This is an optimization exercise on Yosys and OpenROAD, whose aim is small area, a short achievable clock period and few clock cycles per item, not a production implementation.
RTL that was checked went through simulation tests only; none was proved equivalent to the original.
No activity file was given, so power comes from the tool's default toggle rates.

## unsigned_nonrestoring
module unsigned_nonrestoring #(
    parameter int WIDTH = 32
) (
    input logic go,
    input logic[WIDTH-1:0] divisor,
    input logic[WIDTH-1:0] dividend,
    input logic clk, rst,
    output logic done,
    output logic[WIDTH-1:0] quotient,
    output logic[WIDTH-1:0] remainder,
    output logic divide_by_zero
);
For scale: about 1,400 cells after synthesis, about 120 flip-flops, ~130 I/O pins, about 0.0087 sq mm of cells after synthesis.
==> module unsigned_nonrestoring, before the edit <==
module unsigned_nonrestoring #(
    parameter int WIDTH = 32
) (
    input logic go,
    input logic[WIDTH-1:0] divisor,
    input logic[WIDTH-1:0] dividend,
    input logic clk, rst,
    output logic done,
    output logic[WIDTH-1:0] quotient,
    output logic[WIDTH-1:0] remainder,
    output logic divide_by_zero
);
logic align_R, iter_R, done_R, dbz_R;
logic [4:0] cnt_R;
logic [31:0] Q_R, R_R, B_R;
logic [5:0] lza_R, lzb_R;
assign done = done_R;
assign divide_by_zero = dbz_R;
assign quotient = Q_R;
assign remainder = R_R;
function automatic logic [5:0] lzc32(input logic [31:0] x);
    logic [15:0] v1; logic [15:0] c1;
    logic [7:0] v2; logic [1:0] c2 [8];
    logic [3:0] v3; logic [2:0] c3 [4];
    logic [1:0] v4; logic [3:0] c4 [2];
    for (int i = 0; i < 16; i++) begin
        v1[i] = x[2*i+1] | x[2*i];
        c1[i] = ~x[2*i+1];
    end
    for (int i = 0; i < 8; i++) begin
        v2[i] = v1[2*i+1] | v1[2*i];
        c2[i] = v1[2*i+1] ? {1'b0, c1[2*i+1]} : {1'b1, c1[2*i]};
    end
    for (int i = 0; i < 4; i++) begin
        v3[i] = v2[2*i+1] | v2[2*i];
        c3[i] = v2[2*i+1] ? {1'b0, c2[2*i+1]} : {1'b1, c2[2*i]};
    end
    for (int i = 0; i < 2; i++) begin
        v4[i] = v3[2*i+1] | v3[2*i];
        c4[i] = v3[2*i+1] ? {1'b0, c3[2*i+1]} : {1'b1, c3[2*i]};
    end
    if (v4[1]) lzc32 = {2'b00, c4[1]};
    else if (v4[0]) lzc32 = {2'b01, c4[0]};
    else lzc32 = 6'd32;
endfunction
logic [6:0] d;
logic [31:0] bsh;
logic bzero, qzero;
always_comb begin
    d = {1'b0, lzb_R} - {1'b0, lza_R};
    bzero = lzb_R[5];
    qzero = d[6];
    bsh = divisor << d[4:0];
end
logic [32:0] diff;
logic qd;
always_comb begin
    diff = {1'b0, R_R} - {1'b0, B_R};
    qd = !diff[32];
end
always_ff @(posedge clk or posedge rst) begin
    if (rst) begin
        align_R <= 1'b0;
        iter_R <= 1'b0;
        done_R <= 1'b0;
        dbz_R <= 1'b0;
    end else begin
        done_R <= 1'b0;
        if (align_R) begin
            align_R <= 1'b0;
            dbz_R <= bzero;
            if (bzero || qzero) done_R <= 1'b1;
            else iter_R <= 1'b1;
        end else if (iter_R) begin
            if (cnt_R == 5'd0) begin
                iter_R <= 1'b0;
                done_R <= 1'b1;
            end
        end else if (go) begin
            align_R <= 1'b1;
        end
    end
end
always_ff @(posedge clk) begin
    lza_R <= lzc32(dividend);
    lzb_R <= lzc32(divisor);
    if (align_R) begin
        B_R <= bsh;
        Q_R <= '0;
        cnt_R <= d[4:0];
    end else begin
        B_R <= {1'b0, B_R[31:1]};
        Q_R <= {Q_R[30:0], qd};
        cnt_R <= cnt_R - 5'd1;
    end
    if (!align_R && !iter_R) R_R <= dividend;
    else if (iter_R && qd) R_R <= diff[31:0];
end
endmodule
==> flow/config.mk <==
export PLATFORM = sky130hd
export DESIGN_NAME = unsigned_nonrestoring
export DESIGN_NICKNAME = unsigned_nonrestoring
export VERILOG_FILES = /design/flow/design.v
export SDC_FILE = /design/flow/constraint.sdc
export NUM_CORES = 4
export LEC_CHECK = 0
export ABC_AREA = 1
export CAP_MARGIN = 20
export CORE_MARGIN = 2
export CORE_UTILIZATION = 40
export CTS_BUF_LIST = sky130_fd_sc_hd__clkbuf_8
export SETUP_SLACK_MARGIN = 3.5
export SLEW_MARGIN = 20
==> flow/constraint.sdc <==
create_clock -name core_clock -period 6.0 [get_ports {clk}]
set_input_delay 1.2000 -clock core_clock [delete_from_list [all_inputs] [get_ports {clk}]]
set_output_delay 1.2000 -clock core_clock [all_outputs]
set_load 0.01 [all_outputs]
standard.sh (not shown) runs the stock make flow with config.mk's settings and CLKGATE_MAP_FILE= SYNTH_SCRIPT=/design/flow/synth_recipe.tcl, a recipe that flattens the netlist after the stock synthesis.
==> flow/flow/run.sh <==
#!/bin/bash
# The standard layout, with the port buffers made from the smallest plain buffer
# (buf_1) instead of the cell buffer_ports picks by itself.
set -euo pipefail
bash standard.sh 'BUFFER_PORTS_ARGS=-buffer_cell sky130_fd_sc_hd__buf_1' finish > make.log 2>&1
Testbench counts at the start, summed over its fixed seeds: cycles 32,890, divisions 3,200.
Rerun with:
--- a/flow/design.v
+++ b/flow/design.v
@@ -12,9 +12,10 @@
 );
 logic align_R, iter_R, done_R, dbz_R;
 logic [4:0] cnt_R;
 logic [31:0] Q_R, R_R, B_R;
-logic [5:0] lza_R, lzb_R;
+logic [4:0] lza_R;
+logic [5:0] lzb_R;
 assign done = done_R;
 assign divide_by_zero = dbz_R;
 assign quotient = Q_R;
 assign remainder = R_R;
@@ -45,19 +46,47 @@
 endfunction
 logic [6:0] d;
 logic [31:0] bsh;
 logic bzero, qzero;
+logic [5:0] lza6;
 always_comb begin
-    d = {1'b0, lzb_R} - {1'b0, lza_R};
+    d = {1'b0, lzb_R} - {2'b0, lza_R};
     bzero = lzb_R[5];
+    lza6 = lzc32(dividend);
     qzero = d[6];
     bsh = divisor << d[4:0];
 end
+function automatic logic ge32(input logic [31:0] x, input logic [31:0] y);
+    logic [31:0] g0, e0;
+    logic [15:0] g1, e1;
+    logic [7:0] g2, e2;
+    logic [3:0] g3, e3;
+    logic [1:0] g4, e4;
+    g0 = x & ~y;
+    e0 = ~(x ^ y);
+    for (int i = 0; i < 16; i++) begin
+        g1[i] = g0[2*i+1] | (e0[2*i+1] & g0[2*i]);
+        e1[i] = e0[2*i+1] & e0[2*i];
+    end
+    for (int i = 0; i < 8; i++) begin
+        g2[i] = g1[2*i+1] | (e1[2*i+1] & g1[2*i]);
+        e2[i] = e1[2*i+1] & e1[2*i];
+    end
+    for (int i = 0; i < 4; i++) begin
+        g3[i] = g2[2*i+1] | (e2[2*i+1] & g2[2*i]);
+        e3[i] = e2[2*i+1] & e2[2*i];
+    end
+    for (int i = 0; i < 2; i++) begin
+        g4[i] = g3[2*i+1] | (e3[2*i+1] & g3[2*i]);
+        e4[i] = e3[2*i+1] & e3[2*i];
+    end
+    ge32 = g4[1] | (e4[1] & (g4[0] | e4[0]));
+endfunction
 logic [32:0] diff;
 logic qd;
 always_comb begin
     diff = {1'b0, R_R} - {1'b0, B_R};
-    qd = !diff[32];
+    qd = ge32(R_R, B_R);
 end
 always_ff @(posedge clk or posedge rst) begin
     if (rst) begin
         align_R <= 1'b0;
@@ -81,9 +110,9 @@
         end
     end
 end
 always_ff @(posedge clk) begin
-    lza_R <= lzc32(dividend);
+    lza_R <= lza6[4:0] | {5{lza6[5]}};
     lzb_R <= lzc32(divisor);
     if (align_R) begin
         B_R <= bsh;
         Q_R <= '0;
Outcome:
- worst setup slack is worse by 0.0044 ns
- die area stays flat
- first-iteration DRC count drops by about 16%
- utilization fell by 1.4 points
- routed wire length goes down by about 1.2%
- clock power is lower by about 17%
- final area shrinks by about 1%
- synthesized area barely changes
- clock skew came out higher by 0.0041 ns
- power fell by about 3.6%
No functional check of the RTL was part of the second run of this note.

re-timing with driven ports:
Ports are ideal in the flow. The routed layouts listed here were re-timed in OpenROAD. Step 1: set_driving_cell puts a clkbuf_16 on clk and a buf_2 on each other input, an assumption about the parent block. Step 2 moves the port delays by t, midway between the first and last clock arrival at a register: inputs arrive t later, outputs are due t later. That takes back most of the time a late clock gives input paths. a / b / c = ideal / step 1 / step 2; a / b = the first two.
| run | t (ns) | slack for setup (ns) | worst setup path after step 2 | slew at the worst register clock pin (ns) |
|---|---|---|---|---|
| the first run | 0.494 | 3.584 / 3.584 / 3.125 | input to register | 0.08 / 0.08 |
| the second run | 0.501 | 3.580 / 3.580 / 3.252 | input to register | 0.09 / 0.09 |
After both steps setup and hold are still met in every run listed. The setup slack of the first run, which loses most, moves by 0.000 ns with the drivers and by -0.459 ns with both steps.
